Source: an optimization exercise on an open RTL-to-GDS flow (aim: small area, a short achievable clock period and few clock cycles). Production flows keep margins and buffers that such runs may drop. Where RTL was checked, it was by simulation tests only, not by an equivalence proof against the original.

Setup of indigo:
Design goldschmidt_divider_q4_4, start of the top module:
module goldschmidt_divider_q4_4 (
    input  wire       clk,
    input  wire       rst_n,
    input  wire       start,
    input  wire [7:0] numerator,
    input  wire [7:0] denominator,
    output wire [7:0] quotient,
    output reg        valid,
    output reg        error
);
Settings: LEC_CHECK=0, ABC_AREA=1, CAP_MARGIN=20, CORE_MARGIN=2, CORE_UTILIZATION=55, SETUP_SLACK_MARGIN=1.0, SLEW_MARGIN=20; clock period 8.0 ns.
standard.sh (not shown) runs the stock make flow with config.mk's settings and CLKGATE_MAP_FILE= SYNTH_SCRIPT=/design/flow/synth_recipe.tcl, a recipe that flattens the netlist after the stock synthesis.
==> flow/flow/run.sh <==
#!/bin/bash
set -euo pipefail
bash standard.sh MATCH_CELL_FOOTPRINT=0 'BUFFER_PORTS_ARGS=-buffer_cell sky130_fd_sc_hd__buf_2' finish > standard.log 2>&1
Testbench counts of indigo, summed over its fixed seeds: cycles 32,000.
Inputs modified between indigo and lagoon:
# indigo
export LEC_CHECK = 0
export ABC_AREA = 1
export CAP_MARGIN = 20
export CORE_MARGIN = 2
export CORE_UTILIZATION = 55
export SETUP_SLACK_MARGIN = 1.0
export SLEW_MARGIN = 20
create_clock -name core_clock -period 8.0 [get_ports {clk}]
# lagoon
export LEC_CHECK = 0
export ABC_AREA = 1
export CAP_MARGIN = 20
export CORE_MARGIN = 2
export CORE_UTILIZATION = 40
export GPL_TIMING_DRIVEN = 1
export SETUP_SLACK_MARGIN = 1.0
export SLEW_MARGIN = 20
create_clock -name core_clock -period 8.0 [get_ports {clk}]
### Flow results
- As of lagoon, design area had risen slightly compared to indigo.
- There was hardly any difference in ratio of final minimum period to clock period between indigo and lagoon.
- Against indigo, lagoon comes in 2.2% lower on average wire length per cell after detail routing.
- Inserted tap cell count was lower in indigo than in lagoon.
Here is what was changed in the inputs of sierra compared with lagoon.
# lagoon
export LEC_CHECK = 0
export ABC_AREA = 1
export CAP_MARGIN = 20
export CORE_MARGIN = 2
export CORE_UTILIZATION = 40
export GPL_TIMING_DRIVEN = 1
export SETUP_SLACK_MARGIN = 1.0
export SLEW_MARGIN = 20
create_clock -name core_clock -period 8.0 [get_ports {clk}]
# sierra
export LEC_CHECK = 0
export ABC_AREA = 1
export CAP_MARGIN = 20
export CORE_MARGIN = 2
export CORE_UTILIZATION = 40
export SETUP_SLACK_MARGIN = 1.5
export SLEW_MARGIN = 20
create_clock -name core_clock -period 8.0 [get_ports {clk}]
==> flow/flow/run.sh <==
#!/bin/bash
# The standard layout (the standard.sh: ORFS synthesis to the final
# layout, unchanged), with two settings changed: timing repair may swap a cell
# for one of another footprint (sky130hd's platform config restricts repair to
# same-footprint sizes), and the buffer put on every input and output port is
# a buf_2 rather than the resizer's default pick. The whole ORFS run's output
# goes to standard.log.
set -euo pipefail
bash standard.sh MATCH_CELL_FOOTPRINT=0 'BUFFER_PORTS_ARGS=-buffer_cell sky130_fd_sc_hd__buf_2' finish > standard.log 2>&1
[summary]
sierra completed every stage of the flow, and the final layout passed the timing, DRC and antenna checks. Relative to lagoon, the layout overhead on the synthesized area of sierra is higher by 3.6 points. Of the two candidates, lagoon has the better cell area and sierra the worse one. Via density per instance came out higher on sierra than on lagoon. Compare sierra and lagoon | fraction of final layout cells with drive strength greater than 1 higher: sierra. Relative to lagoon, the total length of routed wires of sierra is higher by 2.5%. A startpoint of the worst setup timing path of yha[0]$_DFF_P_ is what lagoon shows, while cy$_DFF_P_ belongs to sierra.

* * *

goldschmidt_divider_q4_4, a different RTL version from the one above (not shown whole).
For scale: ~67 flip-flops, roughly 29 I/O pins, ~0.010 mm^2 of cells after synthesis.
clock: 8.0 ns
lec_check: 0
abc_area: 1
cap_margin: 20
core_margin: 2
core_utilization: 40
setup_slack_margin: 1.5
slew_margin: 20
==> flow/flow/run.sh <==
#!/bin/bash
# The standard layout (the standard.sh: ORFS synthesis to the final
# layout, unchanged), with one setting changed: timing repair may swap a cell
# for one of another footprint (sky130hd's platform config restricts repair to
# same-footprint sizes). The whole ORFS run's output goes to standard.log.
set -euo pipefail
bash standard.sh MATCH_CELL_FOOTPRINT=0 finish > standard.log 2>&1
The baseline produced a clean layout.
Testbench counts at the start, summed over its fixed seeds: cycles 32,000.
Rerun with:
==> flow/run.sh (new file) <==
#!/bin/bash
# synth_recipe.tcl (not shown) runs the flow's synth.tcl, then flattens the netlist and writes it again
# the make line also repeats each setting of config.mk as NAME=value (left out here)
make -C /OpenROAD-flow-scripts/flow DESIGN_CONFIG=/design/flow/config.mk WORK_HOME=/design/flow/orfs CLKGATE_MAP_FILE= SYNTH_SCRIPT=/design/flow/synth_recipe.tcl finish
Settings changed: ABC_AREA 1 to unset, SETUP_SLACK_MARGIN 1.5 to unset.
removed: flow/flow/run.sh
removed: flow/standard.sh
=>
- clock skew hardly moves
- design area is higher by 0.42%
- clock-buffer cell count is higher by 2
- register-to-register slack gets worse by 0.69 ns
- utilization is lower by 2.4 points
Rerun with:
==> flow/flow/run.sh (new file) <==
#!/bin/bash
set -euo pipefail
bash standard.sh MATCH_CELL_FOOTPRINT=0 finish > standard.log 2>&1
==> flow/standard.sh (new file) <==
#!/bin/bash
# synth_recipe.tcl (not shown) runs the flow's synth.tcl, then flattens the netlist and writes it again
# the make line also repeats each setting of config.mk as NAME=value (left out here)
make -C /OpenROAD-flow-scripts/flow DESIGN_CONFIG=/design/flow/config.mk WORK_HOME=/design/flow/orfs CLKGATE_MAP_FILE= SYNTH_SCRIPT=/design/flow/synth_recipe.tcl "${@:-finish}"
Settings changed: ABC_AREA set to 1, CORE_UTILIZATION 40 to 60, SETUP_SLACK_MARGIN set to 2.5.
removed: flow/run.sh
After rerunning: The changed run ran to the end with no violations; worst setup slack gains 1.3 ns; clock-buffer cell count does not change; hold slack is worse by 0.011 ns; maximum frequency grows by about 20%; non-clock buffer count goes up by 34; critical path depth came out lower by 2; global-route usage goes up by 13 points.
Rerun with:
--- a/flow/flow/run.sh
+++ b/flow/flow/run.sh
@@ -1,0 +2,2 @@
+# Standard layout, but let timing repair swap cells across footprints
+# (sky130hd's platform default restricts it to same-footprint sizes).
Settings changed: ABC_AREA 1 to unset, CORE_UTILIZATION 60 to 40, SETUP_SLACK_MARGIN 2.5 to unset.
Outcome: Register-to-register slack got worse by 1.4 ns; cell area shrinks by a few percent; synthesized cell count came out lower by roughly a tenth; via count went down by a few percent; worst setup slack gets worse by 1.3 ns; sequential share of layout area rises by 0.48 points; first-iteration DRC count goes up by a little under a tenth; routed wire length fell by a few percent; cell count goes down by a little under a tenth.

* * *

Another version of the RTL of goldschmidt_divider_q4_4 (not shown whole).
Size: ~1500 cells after synthesis, about 29 I/O pins.
Settings: LEC_CHECK=0, CAP_MARGIN=20, CORE_MARGIN=2, CORE_UTILIZATION=40, SETUP_SLACK_MARGIN=1.5, SLEW_MARGIN=20; clock period 8.0 ns.
==> flow/flow/run.sh <==
#!/bin/bash
set -euo pipefail
bash standard.sh MATCH_CELL_FOOTPRINT=0 finish > standard.log 2>&1
Then changed:
==> flow/run.sh (new file) <==
#!/bin/bash
# synth_recipe.tcl (not shown) runs the flow's synth.tcl, then flattens the netlist and writes it again
# the make line also repeats each setting of config.mk as NAME=value (left out here)
make -C /OpenROAD-flow-scripts/flow DESIGN_CONFIG=/design/flow/config.mk WORK_HOME=/design/flow/orfs CLKGATE_MAP_FILE= SYNTH_SCRIPT=/design/flow/synth_recipe.tcl finish
Settings changed: SETUP_SLACK_MARGIN 1.5 to unset.
removed: flow/flow/run.sh
removed: flow/standard.sh
Effect:
- first-iteration DRC count rises by 15%
- count of clock-buffer cells in the layout rises by 3
- final cell count falls by 1.9%
- register-to-register slack loses 0.55 ns
- wire length falls by 3.5%
Function was not checked in any run of this note: the RTL went through the layout flow alone.

* * *

goldschmidt_divider_q4_4, a different RTL version from the one above (not shown whole).
Size in the first run: about 1300 cells after synthesis, about 76 flip-flops, ~8800 um^2 of cells after synthesis.
==> flow/config.mk <==
export PLATFORM = sky130hd
export DESIGN_NAME = goldschmidt_divider_q4_4
export DESIGN_NICKNAME = goldschmidt_divider_q4_4
export VERILOG_FILES = /design/flow/design.v
export SDC_FILE = /design/flow/constraint.sdc
export NUM_CORES = 4
export LEC_CHECK = 0
export ABC_AREA = 1
export CAP_MARGIN = 20
export CORE_MARGIN = 2
export CORE_UTILIZATION = 55
export SETUP_SLACK_MARGIN = 1.75
export SLEW_MARGIN = 20
==> flow/constraint.sdc <==
create_clock -name core_clock -period 8.0 [get_ports {clk}]
set_input_delay 1.6000 -clock core_clock [delete_from_list [all_inputs] [get_ports {clk}]]
set_output_delay 1.6000 -clock core_clock [all_outputs]
set_load 0.01 [all_outputs]
==> flow/flow/run.sh <==
#!/bin/bash
set -euo pipefail
bash standard.sh MATCH_CELL_FOOTPRINT=0 'BUFFER_PORTS_ARGS=-buffer_cell sky130_fd_sc_hd__buf_2' finish > standard.log 2>&1
The baseline went through all stages and came out clean.
Testbench counts at the start, summed over its fixed seeds: cycles 32,000.
Edit:
SETUP_SLACK_MARGIN = 1.0   (was 1.75)
Result: Wire length went up slightly; cell area stays flat; die area does not change; via count is about the same.
Edit:
SETUP_SLACK_MARGIN = 2.0   (was 1.0)
Synthesized area stays the same.
Flip-flop and latch count does not change.
Design area rose by 1.4%.
Die area is unchanged.
Utilization rose by 0.86 points.
Worst setup slack improves by 0.25 ns.
Hold slack barely changes.
Routed wire length barely changes.

* * *

goldschmidt_divider_q4_4 again, from the RTL that the note above started with.
export LEC_CHECK = 0
export ABC_AREA = 1
export CAP_MARGIN = 20
export CORE_MARGIN = 2
export CORE_UTILIZATION = 50
export SETUP_SLACK_MARGIN = 2.0
export SLEW_MARGIN = 20
create_clock -name core_clock -period 8.0 [get_ports {clk}]
Scripts as last shown in full above: flow/flow/run.sh
Testbench counts at the start, summed over its fixed seeds: cycles 32,000.
==> next run, changes <==
--- a/flow/flow/run.sh
+++ b/flow/flow/run.sh
@@ -1,2 +1,8 @@
 #!/bin/bash
+# The standard layout (the standard.sh: ORFS synthesis to the final
+# layout, unchanged), with two settings changed: timing repair may swap a cell
+# for one of another footprint (sky130hd's platform config restricts repair to
+# same-footprint sizes), and the buffer put on every input and output port is
+# a buf_2 rather than the resizer's default pick. The whole ORFS run's output
+# goes to standard.log.
 set -euo pipefail
- CORE_UTILIZATION: 50 -> 55
- SETUP_SLACK_MARGIN: 2.0 -> 1.5
Routed wire length is lower by 4.4%.
Count of clock-buffer cells in the layout does not change.
Maximum frequency drops by 4.5%.
Final area is lower by 2.2%.
Die area goes down by 8.8%.
Core utilization went up by 3.9 points.
Sequential share of layout area grows by 0.34 points.
First-iteration DRC count rose by 1.4%.
==> next run, changes <==
- SETUP_SLACK_MARGIN: 1.5 -> 2.0
Effect: The changed run went through all stages and came out clean. Utilization is higher by 0.86 points. Hold slack barely changes. Wire length is about the same. Synthesized cell count stays the same.

==> static timing again, ports no longer ideal <==
Ports are ideal in the flow. The routed layouts listed here were re-timed in OpenROAD.
Step 1 assumes that a clkbuf_16 drives the clock port and a buf_2 every other input.
Step 2 adds t to the input delays and takes it off the output delays; t is the mean of the earliest and latest rising clock arrival at the registers after step 1. Input paths then give back, and output paths get back, about the clock's delay inside the block.
a / b / c = no drivers / after step 1 / after step 2; a / b = the first two.
| run | t, ns | slack for setup (ns) | cell pins on the clock port's net |
|---|---|---|---|
| indigo | 0.376 | 1.525 / 1.483 / 1.622 | 1 |
| lagoon | 0.382 | 1.527 / 1.486 / 1.624 | 1 |
| sierra | 0.382 | 1.647 / 1.606 / 1.828 | 1 |
| the first run of note 2 | 0.365 | 1.718 / 1.676 / 1.950 | 1 |
| the second run of note 2 | 0.365 | 0.421 / 0.381 / 0.746 | 1 |
| the third run of note 2 | 0.371 | 1.704 / 1.660 / 2.032 | 1 |
| the fourth run of note 2 | 0.365 | 0.421 / 0.381 / 0.746 | 1 |
| the first run of note 3 | 0.376 | 0.670 / 0.620 / 0.996 | 1 |
| the second run of note 3 | 0.371 | 0.251 / 0.202 / 0.573 | 1 |
| the first run of note 4 | 0.374 | 2.280 / 2.280 / 2.280 | 1 |
| the second run of note 4 | 0.373 | 2.148 / 2.148 / 2.148 | 1 |
| the third run of note 4 | 0.374 | 2.399 / 2.399 / 2.301 | 1 |
| the first run of note 5 | 0.385 | 2.412 / 2.403 / 2.257 | 1 |
| the second run of note 5 | 0.373 | 2.148 / 2.148 / 2.148 | 1 |
| the third run of note 5 | 0.374 | 2.399 / 2.399 / 2.301 | 1 |
After both steps every run listed still meets setup and hold. The setup slack of the first run of note 5, which loses most, moves by -0.009 ns with the drivers and by -0.155 ns with both steps.
